This design comes from an exercise in tuning for small area on the open sky130 flow, not from production work.
RTL that was checked went through simulation tests only; none was proved equivalent to the original.

==> run F <==
==> flow/design.v (excerpt) <==
module mini_fir #(
    parameter NUM = 1
)(
    input        clk,
    input        rst_n,
    input  [3:0] i_addr,
    input  [7:0] i_data_wr,
    input        i_wr,
    input        i_rd,
    output [7:0] o_data_rd,
    input  [7:0] i_din,
    output reg [7:0] o_dout
);
==> flow/config.mk <==
export PLATFORM = sky130hd
export DESIGN_NAME = mini_fir
export DESIGN_NICKNAME = mini_fir
export VERILOG_FILES = /design/flow/design.v
export SDC_FILE = /design/flow/constraint.sdc
export NUM_CORES = 4
export LEC_CHECK = 0
export CAP_MARGIN = 20
export CORE_MARGIN = 2
export CORE_UTILIZATION = 68
export CTS_BUF_LIST = sky130_fd_sc_hd__clkbuf_8
export CTS_CLUSTER_DIAMETER = 30
export GPL_TIMING_DRIVEN = 0
export SLEW_MARGIN = 20
export SYNTH_HIERARCHICAL = 1
==> flow/constraint.sdc <==
create_clock -name core_clock -period 5.5 [get_ports {clk}]
set_input_delay 1.1000 -clock core_clock [delete_from_list [all_inputs] [get_ports {clk}]]
set_output_delay 1.1000 -clock core_clock [all_outputs]
set_load 0.01 [all_outputs]
standard.sh (not shown) runs the stock make flow with config.mk's settings and CLKGATE_MAP_FILE= SYNTH_SCRIPT=/design/flow/synth_recipe.tcl, a recipe that flattens the netlist after the stock synthesis.
==> flow/flow/run.sh <==
#!/bin/bash
# The standard layout, with two changes:
# - the port buffers are the smallest buffer (sky130_fd_sc_hd__buf_1) instead
#   of ORFS's default choice;
# - clock tree synthesis adds no dummy loads to balance the tree's leaves
#   (the other CTS arguments are the ones ORFS builds from config.mk).
set -euo pipefail
bash standard.sh \
  "BUFFER_PORTS_ARGS=-buffer_cell sky130_fd_sc_hd__buf_1" \
  "CTS_ARGS=-sink_clustering_enable -repair_clock_nets -sink_clustering_max_diameter 30 -buf_list sky130_fd_sc_hd__clkbuf_8 -dont_use_dummy_load" \
  finish > standard.log 2>&1
==> run M (differences from run F) <==
- CORE_UTILIZATION: 68 -> 62
==> metrics.cfg <==
[status]
status = timing/DRC/antenna clean

[global_route]
grt_pass1_wl_um = 69610
grt_max_degree = 30

[place]
place_ws_ps = 135.9
place_inst = 1620
dpl.hpwl_um = 35040
placed_area_um2 = 15310

[sta]
min_period_over_period = 0.9772
fmax_mhz = 186.1

[floorplan]
taps = 319
dieArea_um2 = 25000

[drt]
met3_length_um = 4893

the above is filed under run M

==> metrics.cfg <==
[status]
status = timing/DRC/antenna clean

[place]
place_inst = 1577
place_ws_ps = 200.0
placed_area_um2 = 15280

[drt]
met3_length_um = 6055

[floorplan]
dieArea_um2 = 22850

[sta]
min_period_over_period = 0.9755

[global_route]
grt_pass1_wl_um = 68670

the above is filed under run F


---

==> run a <==
mini_fir, a different RTL version from the one above (not shown whole).
Settings: LEC_CHECK=0, ABC_AREA=1, CAP_MARGIN=20, CORE_MARGIN=2, CORE_UTILIZATION=65, CTS_BUF_LIST=sky130_fd_sc_hd__clkbuf_8, CTS_CLUSTER_DIAMETER=30, GPL_TIMING_DRIVEN=0, SLEW_MARGIN=20, SYNTH_HIERARCHICAL=1; clock period 5.5 ns.
==> flow/flow/run.sh <==
#!/bin/bash
# The standard layout, except that the port buffers are the smallest buffer
# (sky130_fd_sc_hd__buf_1) instead of ORFS's default choice.
set -euo pipefail
bash standard.sh "BUFFER_PORTS_ARGS=-buffer_cell sky130_fd_sc_hd__buf_1" finish > standard.log 2>&1
==> run b: changes against run a <==
--- a/flow/design.v
+++ b/flow/design.v
@@ -106,16 +106,17 @@
 wire fs358, fc358, fs359, fc359, fs360, fc360, hs6, hc6, fs361, fc361, fs362, fc362;
 wire fs363, fc363, fs364, fc364, fs365, fc365, fs366, fc366, fs367, fc367, fs368, fc368;
 wire fs369, fc369, fs370, fc370, fs371, fc371, fs372, fc372, fs373, fc373, fs374, fc374;
 wire fs375, fc375, fs376, fc376, fs377, fc377, fs378, fc378, fs379, fc379, fs380, fc380;
 wire fs381, fc381, fs382, fc382, fs383, fc383, fs384, fc384, fs385, fc385, fs386, fc386;
 wire fs387, fc387, fs388, fc388, fs389, fc389, fs390, fc390, fs391, fc391, fs392, fc392;
-wire fs393, fc393, fs394, fc394, fs395, fc395, fs396, fc396, fs397, fc397, fs398, fs399;
-wire fc399, hs7, hc7, hs8, hc8, fs400, fc400, fs401, fc401, fs402, fc402, fs403;
-wire fc403, fs404, lg0, lp0, lg1, lp1, lg2, lp2, lg3, lp3, lg4, lp4;
-wire lg5, lp5, lg6, lp6, lg7, lp7, lc1, lc2, lc3, lc4, lgg, lpp;
+wire fs393, fc393, fs394, fc394, fs395, fc395, fs396, fc396, fs397, fc397, fs398, fc398;
+wire fs399, fc399, hs7, hc7, hs8, hc8, fs400, fc400, fs401, fc401, fs402, fc402;
+wire fs403, fc403, fs404, fc404, fs405, fc405, fs406, fc406, fs407, fc407, fs408, fc408;
+wire fs409, fc409, fs410, fc410, fs411, fc411, fs412, fc412, hs9, hc9, mc0, mc1;
+wire mc2, mc3, mc4, mc5, mc6;
 assign p0_0_0 = ~(i_c0[0] & i_x0[0]);
 assign p0_0_1 = ~(i_c0[0] & i_x0[1]);
 assign p0_0_2 = ~(i_c0[0] & i_x0[2]);
 assign p0_0_3 = ~(i_c0[0] & i_x0[3]);
 assign p0_0_4 = ~(i_c0[0] & i_x0[4]);
 assign p0_0_5 = ~(i_c0[0] & i_x0[5]);
@@ -889,31 +890,31 @@
 mini_fir_fa u_fa325 (.a(fs205), .b(fs271), .c(fs272), .s(fs325), .co(fc325));
 mini_fir_fa u_fa326 (.a(fc271), .b(fc272), .c(fc273), .s(fs326), .co(fc326));
 mini_fir_fa u_fa327 (.a(fc274), .b(fs210), .c(fs275), .s(fs327), .co(fc327));
 mini_fir_fa u_fa328 (.a(fs276), .b(fs277), .c(fs278), .s(fs328), .co(fc328));
 mini_fir_fa u_fa329 (.a(fc275), .b(fc276), .c(fc277), .s(fs329), .co(fc329));
 mini_fir_fa u_fa330 (.a(fc278), .b(fs279), .c(fs280), .s(fs330), .co(fc330));
-mini_fir_fa u_ha0 (.a(fs281), .b(fs282), .c(1'b1), .s(hs0), .co(hc0));
+mini_fir_iha u_ha0 (.a(fs281), .b(fs282), .s(hs0), .co(hc0));
 mini_fir_fa u_fa331 (.a(fc279), .b(fc280), .c(fc281), .s(fs331), .co(fc331));
 mini_fir_fa u_fa332 (.a(fs283), .b(fs284), .c(fc282), .s(fs332), .co(fc332));
-mini_fir_fa u_ha1 (.a(fs285), .b(fs286), .c(1'b1), .s(hs1), .co(hc1));
+mini_fir_iha u_ha1 (.a(fs285), .b(fs286), .s(hs1), .co(hc1));
 mini_fir_fa u_fa333 (.a(fc283), .b(fc284), .c(fc285), .s(fs333), .co(fc333));
 mini_fir_fa u_fa334 (.a(fc286), .b(fs287), .c(fs288), .s(fs334), .co(fc334));
-mini_fir_fa u_ha2 (.a(fs289), .b(fs290), .c(1'b1), .s(hs2), .co(hc2));
+mini_fir_iha u_ha2 (.a(fs289), .b(fs290), .s(hs2), .co(hc2));
 mini_fir_fa u_fa335 (.a(fc287), .b(fc288), .c(fc289), .s(fs335), .co(fc335));
 mini_fir_fa u_fa336 (.a(fs291), .b(fs292), .c(fs293), .s(fs336), .co(fc336));
-mini_fir_fa u_ha3 (.a(fc290), .b(fs294), .c(1'b1), .s(hs3), .co(hc3));
+mini_fir_iha u_ha3 (.a(fc290), .b(fs294), .s(hs3), .co(hc3));
 mini_fir_fa u_fa337 (.a(fc291), .b(fc292), .c(fc293), .s(fs337), .co(fc337));
 mini_fir_fa u_fa338 (.a(fs240), .b(fs295), .c(fs296), .s(fs338), .co(fc338));
 mini_fir_fa u_fa339 (.a(fs297), .b(fc294), .c(fs298), .s(fs339), .co(fc339));
 mini_fir_fa u_fa340 (.a(fc295), .b(fc296), .c(fc297), .s(fs340), .co(fc340));
 mini_fir_fa u_fa341 (.a(fs299), .b(fs300), .c(fc298), .s(fs341), .co(fc341));
-mini_fir_fa u_ha4 (.a(fs301), .b(fs302), .c(1'b1), .s(hs4), .co(hc4));
+mini_fir_iha u_ha4 (.a(fs301), .b(fs302), .s(hs4), .co(hc4));
 mini_fir_fa u_fa342 (.a(fc299), .b(fc300), .c(fs303), .s(fs342), .co(fc342));
 mini_fir_fa u_fa343 (.a(fs304), .b(fs305), .c(fc301), .s(fs343), .co(fc343));
-mini_fir_fa u_ha5 (.a(fc302), .b(fs306), .c(1'b1), .s(hs5), .co(hc5));
+mini_fir_iha u_ha5 (.a(fc302), .b(fs306), .s(hs5), .co(hc5));
 mini_fir_fa u_fa344 (.a(fs307), .b(fc252), .c(fc303), .s(fs344), .co(fc344));
 mini_fir_fa u_fa345 (.a(fc304), .b(fc305), .c(fs308), .s(fs345), .co(fc345));
 mini_fir_fa u_fa346 (.a(fs309), .b(fs310), .c(fc306), .s(fs346), .co(fc346));
 mini_fir_fa u_fa347 (.a(fc307), .b(fs264), .c(fs311), .s(fs347), .co(fc347));
 mini_fir_fa u_fa348 (.a(fs312), .b(fs313), .c(fc308), .s(fs348), .co(fc348));
 mini_fir_fa u_fa349 (.a(fc309), .b(fc310), .c(fs314), .s(fs349), .co(fc349));
@@ -925,13 +926,13 @@
 mini_fir_fa u_fa355 (.a(fc319), .b(fs266), .c(fs267), .s(fs355), .co(fc355));
 mini_fir_fa u_fa356 (.a(fc320), .b(fs269), .c(fc321), .s(fs356), .co(fc356));
 mini_fir_fa u_fa357 (.a(fs270), .b(fs322), .c(fs323), .s(fs357), .co(fc357));
 mini_fir_fa u_fa358 (.a(fc322), .b(fc323), .c(fs273), .s(fs358), .co(fc358));
 mini_fir_fa u_fa359 (.a(fs274), .b(fs324), .c(fs325), .s(fs359), .co(fc359));
 mini_fir_fa u_fa360 (.a(fc324), .b(fc325), .c(fs326), .s(fs360), .co(fc360));
-mini_fir_fa u_ha6 (.a(fs327), .b(fs328), .c(1'b1), .s(hs6), .co(hc6));
+mini_fir_iha u_ha6 (.a(fs327), .b(fs328), .s(hs6), .co(hc6));
 mini_fir_fa u_fa361 (.a(fc326), .b(fc327), .c(fc328), .s(fs361), .co(fc361));
 mini_fir_fa u_fa362 (.a(fs329), .b(fs330), .c(hs0), .s(fs362), .co(fc362));
 mini_fir_fa u_fa363 (.a(fc329), .b(fc330), .c(fs331), .s(fs363), .co(fc363));
 mini_fir_fa u_fa364 (.a(hc0), .b(hs1), .c(fs332), .s(fs364), .co(fc364));
 mini_fir_fa u_fa365 (.a(fc331), .b(hc1), .c(fc332), .s(fs365), .co(fc365));
 mini_fir_fa u_fa366 (.a(fs333), .b(fs334), .c(hs2), .s(fs366), .co(fc366));
@@ -963,53 +964,40 @@
 mini_fir_fa u_fa392 (.a(fc369), .b(fs371), .c(fc370), .s(fs392), .co(fc392));
 mini_fir_fa u_fa393 (.a(fc371), .b(fs373), .c(fc372), .s(fs393), .co(fc393));
 mini_fir_fa u_fa394 (.a(fs375), .b(fc373), .c(fc374), .s(fs394), .co(fc394));
 mini_fir_fa u_fa395 (.a(fc375), .b(fs377), .c(fc376), .s(fs395), .co(fc395));
 mini_fir_fa u_fa396 (.a(fs379), .b(fc377), .c(fs380), .s(fs396), .co(fc396));
 mini_fir_fa u_fa397 (.a(fs381), .b(fc379), .c(fc380), .s(fs397), .co(fc397));
-mini_fir_fa u_fa398 (.a(fc353), .b(fc381), .c(fc382), .s(fs398), .co(o_b_n[9]));
+mini_fir_fa u_fa398 (.a(fc353), .b(fc381), .c(fc382), .s(fs398), .co(fc398));
 mini_fir_fa u_fa399 (.a(p6_0_0), .b(fs319), .c(fs354), .s(fs399), .co(fc399));
-mini_fir_fa u_ha7 (.a(fs355), .b(fs383), .c(1'b1), .s(hs7), .co(hc7));
-mini_fir_fa u_ha8 (.a(fc383), .b(fs384), .c(1'b1), .s(hs8), .co(hc8));
+mini_fir_iha u_ha7 (.a(fs355), .b(fs383), .s(hs7), .co(hc7));
+mini_fir_iha u_ha8 (.a(fc383), .b(fs384), .s(hs8), .co(hc8));
 mini_fir_fa u_fa400 (.a(fc384), .b(fs359), .c(fs385), .s(fs400), .co(fc400));
 mini_fir_fa u_fa401 (.a(fc385), .b(hs6), .c(fs386), .s(fs401), .co(fc401));
 mini_fir_fa u_fa402 (.a(fc386), .b(fs362), .c(fs387), .s(fs402), .co(fc402));
 mini_fir_fa u_fa403 (.a(fc387), .b(fs364), .c(fs388), .s(fs403), .co(fc403));
-mini_fir_fa u_fa404 (.a(fc388), .b(fs366), .c(fs389), .s(fs404), .co(o_a_n[0]));
-mini_fir_fa u_fa405 (.a(fs368), .b(fc389), .c(fs390), .s(o_b_n[0]), .co(o_a_n[1]));
-mini_fir_fa u_fa406 (.a(fs370), .b(fc390), .c(fs391), .s(o_b_n[1]), .co(o_a_n[2]));
-mini_fir_fa u_fa407 (.a(fs372), .b(fc391), .c(fs392), .s(o_b_n[2]), .co(o_a_n[3]));
-mini_fir_fa u_fa408 (.a(fs374), .b(fc392), .c(fs393), .s(o_b_n[3]), .co(o_a_n[4]));
-mini_fir_fa u_fa409 (.a(fs376), .b(fc393), .c(fs394), .s(o_b_n[4]), .co(o_a_n[5]));
-mini_fir_fa u_fa410 (.a(fs378), .b(fc394), .c(fs395), .s(o_b_n[5]), .co(o_a_n[6]));
-mini_fir_fa u_fa411 (.a(fc378), .b(fs396), .c(fc395), .s(o_b_n[6]), .co(o_a_n[7]));
-mini_fir_fa u_fa412 (.a(fs382), .b(fc396), .c(fs397), .s(o_b_n[7]), .co(o_a_n[8]));
-mini_fir_fa u_ha9 (.a(fc397), .b(fs398), .c(1'b1), .s(o_b_n[8]), .co(o_a_n[9]));
-assign lg0 = 1'b0;
-assign lp0 = ~fs399;
-assign lg1 = (~fc399 & ~hs7);
-assign lp1 = (~fc399 | ~hs7);
-assign lg2 = (~hc7 & ~hs8);
-assign lp2 = (~hc7 | ~hs8);
-assign lg3 = (~hc8 & ~fs400);
-assign lp3 = (~hc8 | ~fs400);
-assign lg4 = (~fc400 & ~fs401);
-assign lp4 = (~fc400 | ~fs401);
-assign lg5 = (~fc401 & ~fs402);
-assign lp5 = (~fc401 | ~fs402);
-assign lg6 = (~fc402 & ~fs403);
-assign lp6 = (~fc402 | ~fs403);
-assign lg7 = (~fc403 & ~fs404);
-assign lp7 = (~fc403 | ~fs404);
-assign lc1 = lg0;
-assign lc2 = lg1 | (lp1 & lc1);
-assign lc3 = lg2 | (lp2 & lc2);
-assign lc4 = lg3 | (lp3 & lc3);
-assign lgg = (lg4 & lp5 & lp6 & lp7) | (lg5 & lp6 & lp7) | (lg6 & lp7) | (lg7);
-assign lpp = lp4 & lp5 & lp6 & lp7;
-assign o_c_n = ~(lgg | (lpp & lc4));
+mini_fir_fa u_fa404 (.a(fc388), .b(fs366), .c(fs389), .s(fs404), .co(fc404));
+mini_fir_fa u_fa405 (.a(fs368), .b(fc389), .c(fs390), .s(fs405), .co(fc405));
+mini_fir_fa u_fa406 (.a(fs370), .b(fc390), .c(fs391), .s(fs406), .co(fc406));
+mini_fir_fa u_fa407 (.a(fs372), .b(fc391), .c(fs392), .s(fs407), .co(fc407));
+mini_fir_fa u_fa408 (.a(fs374), .b(fc392), .c(fs393), .s(fs408), .co(fc408));
+mini_fir_fa u_fa409 (.a(fs376), .b(fc393), .c(fs394), .s(fs409), .co(fc409));
+mini_fir_fa u_fa410 (.a(fs378), .b(fc394), .c(fs395), .s(fs410), .co(fc410));
+mini_fir_fa u_fa411 (.a(fc378), .b(fs396), .c(fc395), .s(fs411), .co(fc411));
+mini_fir_fa u_fa412 (.a(fs382), .b(fc396), .c(fs397), .s(fs412), .co(fc412));
+mini_fir_iha u_ha9 (.a(fc397), .b(fs398), .s(hs9), .co(hc9));
+assign mc0 = fc399 | hs7;
+assign mc1 = (hc7 & hs8) | (mc0 & (hc7 | hs8));
+assign mc2 = (hc8 & fs400) | (mc1 & (hc8 | fs400));
+assign mc3 = (fc400 & fs401) | (mc2 & (fc400 | fs401));
+assign mc4 = (fc401 & fs402) | (mc3 & (fc401 | fs402));
+assign mc5 = (fc402 & fs403) | (mc4 & (fc402 | fs403));
+assign mc6 = (fc403 & fs404) | (mc5 & (fc403 | fs404));
+assign o_a_n = {hc9, fc412, fc411, fc410, fc409, fc408, fc407, fc406, fc405, fc404};
+assign o_b_n = {fc398, hs9, fs412, fs411, fs410, fs409, fs408, fs407, fs406, fs405};
+assign o_c_n = mc6;
 endmodule
 module mini_fir_cpa (
     input  [9:0] i_a_n,
     input  [9:0] i_b_n,
     input         i_c_n,
     output [10:0] o_sum
==> flow/run.sh (new file) <==
#!/bin/bash
# synth_recipe.tcl (not shown) runs the flow's synth.tcl, then flattens the netlist and writes it again
# the make line also repeats each setting of config.mk as NAME=value (left out here)
make -C /OpenROAD-flow-scripts/flow DESIGN_CONFIG=/design/flow/config.mk WORK_HOME=/design/flow/orfs CLKGATE_MAP_FILE= SYNTH_SCRIPT=/design/flow/synth_recipe.tcl finish
CTS_BUF_LIST = sky130_fd_sc_hd__clkbuf_4 sky130_fd_sc_hd__clkbuf_16   (was sky130_fd_sc_hd__clkbuf_8)
CTS_CLUSTER_DIAMETER = default   (was 30)
removed: flow/flow/run.sh
removed: flow/standard.sh
==> run c: changes against run a <==
--- a/flow/design.v
+++ b/flow/design.v
@@ -106,16 +106,18 @@
 wire fs358, fc358, fs359, fc359, fs360, fc360, hs6, hc6, fs361, fc361, fs362, fc362;
 wire fs363, fc363, fs364, fc364, fs365, fc365, fs366, fc366, fs367, fc367, fs368, fc368;
 wire fs369, fc369, fs370, fc370, fs371, fc371, fs372, fc372, fs373, fc373, fs374, fc374;
 wire fs375, fc375, fs376, fc376, fs377, fc377, fs378, fc378, fs379, fc379, fs380, fc380;
 wire fs381, fc381, fs382, fc382, fs383, fc383, fs384, fc384, fs385, fc385, fs386, fc386;
 wire fs387, fc387, fs388, fc388, fs389, fc389, fs390, fc390, fs391, fc391, fs392, fc392;
-wire fs393, fc393, fs394, fc394, fs395, fc395, fs396, fc396, fs397, fc397, fs398, fs399;
-wire fc399, hs7, hc7, hs8, hc8, fs400, fc400, fs401, fc401, fs402, fc402, fs403;
-wire fc403, fs404, lg0, lp0, lg1, lp1, lg2, lp2, lg3, lp3, lg4, lp4;
-wire lg5, lp5, lg6, lp6, lg7, lp7, lc1, lc2, lc3, lc4, lgg, lpp;
+wire fs393, fc393, fs394, fc394, fs395, fc395, fs396, fc396, fs397, fc397, fs398, fc398;
+wire fs399, fc399, hs7, hc7, hs8, hc8, fs400, fc400, fs401, fc401, fs402, fc402;
+wire fs403, fc403, fs404, fc404, fs405, fc405, fs406, fc406, fs407, fc407, fs408, fc408;
+wire fs409, fc409, fs410, fc410, fs411, fc411, fs412, fc412, hs9, hc9, lg0, lp0;
+wire lg1, lp1, lg2, lp2, lg3, lp3, lg4, lp4, lg5, lp5, lg6, lp6;
+wire lg7, lp7, lc1, lc2, lc3, lc4, lgg, lpp, lcout_n;
 assign p0_0_0 = ~(i_c0[0] & i_x0[0]);
 assign p0_0_1 = ~(i_c0[0] & i_x0[1]);
 assign p0_0_2 = ~(i_c0[0] & i_x0[2]);
 assign p0_0_3 = ~(i_c0[0] & i_x0[3]);
 assign p0_0_4 = ~(i_c0[0] & i_x0[4]);
 assign p0_0_5 = ~(i_c0[0] & i_x0[5]);
@@ -963,30 +965,30 @@
 mini_fir_fa u_fa392 (.a(fc369), .b(fs371), .c(fc370), .s(fs392), .co(fc392));
 mini_fir_fa u_fa393 (.a(fc371), .b(fs373), .c(fc372), .s(fs393), .co(fc393));
 mini_fir_fa u_fa394 (.a(fs375), .b(fc373), .c(fc374), .s(fs394), .co(fc394));
 mini_fir_fa u_fa395 (.a(fc375), .b(fs377), .c(fc376), .s(fs395), .co(fc395));
 mini_fir_fa u_fa396 (.a(fs379), .b(fc377), .c(fs380), .s(fs396), .co(fc396));
 mini_fir_fa u_fa397 (.a(fs381), .b(fc379), .c(fc380), .s(fs397), .co(fc397));
-mini_fir_fa u_fa398 (.a(fc353), .b(fc381), .c(fc382), .s(fs398), .co(o_b_n[9]));
+mini_fir_fa u_fa398 (.a(fc353), .b(fc381), .c(fc382), .s(fs398), .co(fc398));
 mini_fir_fa u_fa399 (.a(p6_0_0), .b(fs319), .c(fs354), .s(fs399), .co(fc399));
 mini_fir_fa u_ha7 (.a(fs355), .b(fs383), .c(1'b1), .s(hs7), .co(hc7));
 mini_fir_fa u_ha8 (.a(fc383), .b(fs384), .c(1'b1), .s(hs8), .co(hc8));
 mini_fir_fa u_fa400 (.a(fc384), .b(fs359), .c(fs385), .s(fs400), .co(fc400));
 mini_fir_fa u_fa401 (.a(fc385), .b(hs6), .c(fs386), .s(fs401), .co(fc401));
 mini_fir_fa u_fa402 (.a(fc386), .b(fs362), .c(fs387), .s(fs402), .co(fc402));
 mini_fir_fa u_fa403 (.a(fc387), .b(fs364), .c(fs388), .s(fs403), .co(fc403));
-mini_fir_fa u_fa404 (.a(fc388), .b(fs366), .c(fs389), .s(fs404), .co(o_a_n[0]));
-mini_fir_fa u_fa405 (.a(fs368), .b(fc389), .c(fs390), .s(o_b_n[0]), .co(o_a_n[1]));
-mini_fir_fa u_fa406 (.a(fs370), .b(fc390), .c(fs391), .s(o_b_n[1]), .co(o_a_n[2]));
-mini_fir_fa u_fa407 (.a(fs372), .b(fc391), .c(fs392), .s(o_b_n[2]), .co(o_a_n[3]));
-mini_fir_fa u_fa408 (.a(fs374), .b(fc392), .c(fs393), .s(o_b_n[3]), .co(o_a_n[4]));
-mini_fir_fa u_fa409 (.a(fs376), .b(fc393), .c(fs394), .s(o_b_n[4]), .co(o_a_n[5]));
-mini_fir_fa u_fa410 (.a(fs378), .b(fc394), .c(fs395), .s(o_b_n[5]), .co(o_a_n[6]));
-mini_fir_fa u_fa411 (.a(fc378), .b(fs396), .c(fc395), .s(o_b_n[6]), .co(o_a_n[7]));
-mini_fir_fa u_fa412 (.a(fs382), .b(fc396), .c(fs397), .s(o_b_n[7]), .co(o_a_n[8]));
-mini_fir_fa u_ha9 (.a(fc397), .b(fs398), .c(1'b1), .s(o_b_n[8]), .co(o_a_n[9]));
+mini_fir_fa u_fa404 (.a(fc388), .b(fs366), .c(fs389), .s(fs404), .co(fc404));
+mini_fir_fa u_fa405 (.a(fs368), .b(fc389), .c(fs390), .s(fs405), .co(fc405));
+mini_fir_fa u_fa406 (.a(fs370), .b(fc390), .c(fs391), .s(fs406), .co(fc406));
+mini_fir_fa u_fa407 (.a(fs372), .b(fc391), .c(fs392), .s(fs407), .co(fc407));
+mini_fir_fa u_fa408 (.a(fs374), .b(fc392), .c(fs393), .s(fs408), .co(fc408));
+mini_fir_fa u_fa409 (.a(fs376), .b(fc393), .c(fs394), .s(fs409), .co(fc409));
+mini_fir_fa u_fa410 (.a(fs378), .b(fc394), .c(fs395), .s(fs410), .co(fc410));
+mini_fir_fa u_fa411 (.a(fc378), .b(fs396), .c(fc395), .s(fs411), .co(fc411));
+mini_fir_fa u_fa412 (.a(fs382), .b(fc396), .c(fs397), .s(fs412), .co(fc412));
+mini_fir_fa u_ha9 (.a(fc397), .b(fs398), .c(1'b1), .s(hs9), .co(hc9));
 assign lg0 = 1'b0;
 assign lp0 = ~fs399;
 assign lg1 = (~fc399 & ~hs7);
 assign lp1 = (~fc399 | ~hs7);
 assign lg2 = (~hc7 & ~hs8);
 assign lp2 = (~hc7 | ~hs8);
@@ -1003,13 +1005,16 @@
 assign lc1 = lg0;
 assign lc2 = lg1 | (lp1 & lc1);
 assign lc3 = lg2 | (lp2 & lc2);
 assign lc4 = lg3 | (lp3 & lc3);
 assign lgg = (lg4 & lp5 & lp6 & lp7) | (lg5 & lp6 & lp7) | (lg6 & lp7) | (lg7);
 assign lpp = lp4 & lp5 & lp6 & lp7;
-assign o_c_n = ~(lgg | (lpp & lc4));
+assign lcout_n = ~(lgg | (lpp & lc4));
+assign o_a_n = {hc9, fc412, fc411, fc410, fc409, fc408, fc407, fc406, fc405, fc404};
+assign o_b_n = {fc398, hs9, fs412, fs411, fs410, fs409, fs408, fs407, fs406, fs405};
+assign o_c_n = lcout_n;
 endmodule
 module mini_fir_cpa (
     input  [9:0] i_a_n,
     input  [9:0] i_b_n,
     input         i_c_n,
     output [10:0] o_sum
==> impl_metrics.json <==
{
  "multi_input_area_share_pct": 67.8,
  "dieArea_sq_mm": 0.0259,
  "ys_seq_area_share_pct": 20.8,
  "holdWs_ns": 0.350,
  "dpl.hpwl_mm": 39.0,
  "outcome": "timing/DRC/antenna clean",
  "fin_cells": 1945,
  "grt_pass1_vias": 13238
}
the above is filed under run b

==> impl_metrics.json <==
{
  "fin_cells": 1897,
  "dpl.hpwl_mm": 39.1,
  "holdWs_ns": 0.346,
  "outcome": "timing/DRC/antenna clean",
  "multi_input_area_share_pct": 69.2
}
the above is filed under run a

==> impl_metrics.json <==
{
  "grt_pass1_vias": 12932,
  "dpl.hpwl_mm": 38.7,
  "dieArea_sq_mm": 0.0258,
  "ys_seq_area_share_pct": 20.9,
  "fin_cells": 1896,
  "dpl.cell_count": 1917,
  "holdWs_ns": 0.339,
  "outcome": "timing/DRC/antenna clean"
}
the above is filed under run c

Function not checked in run a and run b: the RTL went through the layout flow alone.

## afterwards: timing with drivers on the ports
No port has a modelled driver above. Below, the same layouts with a new extraction and two added sets of constraints.
Step 1: set_driving_cell puts a clkbuf_16 on clk and a buf_2 on each other input, an assumption about the parent block.
Step 2 adds t to the input delays and takes it off the output delays; t is the mean of the earliest and latest rising clock arrival at the registers after step 1. Input paths then give back, and output paths get back, about the clock's delay inside the block.
Three values: ideal ports, drivers, drivers and shift; two values: the first two.
run	shift t [ns]	slack for setup (ns)	hold slack, ns	worst register clock-pin slew, ns
run F	0.506	0.135 / 0.135 / 0.135	0.444 / 0.419 / 0.484	0.11 / 0.11
run M	0.501	0.126 / 0.126 / 0.126	0.499 / 0.499 / 0.499	0.11 / 0.11
run a	0.538	0.139 / 0.139 / 0.139	0.346 / 0.346 / 0.346	0.12 / 0.12
run b	0.488	0.111 / 0.111 / 0.111	0.350 / 0.350 / 0.350	0.09 / 0.09
run c	0.522	0.107 / 0.107 / 0.107	0.339 / 0.339 / 0.339	0.11 / 0.11
After both steps setup and hold are still met in every run listed.
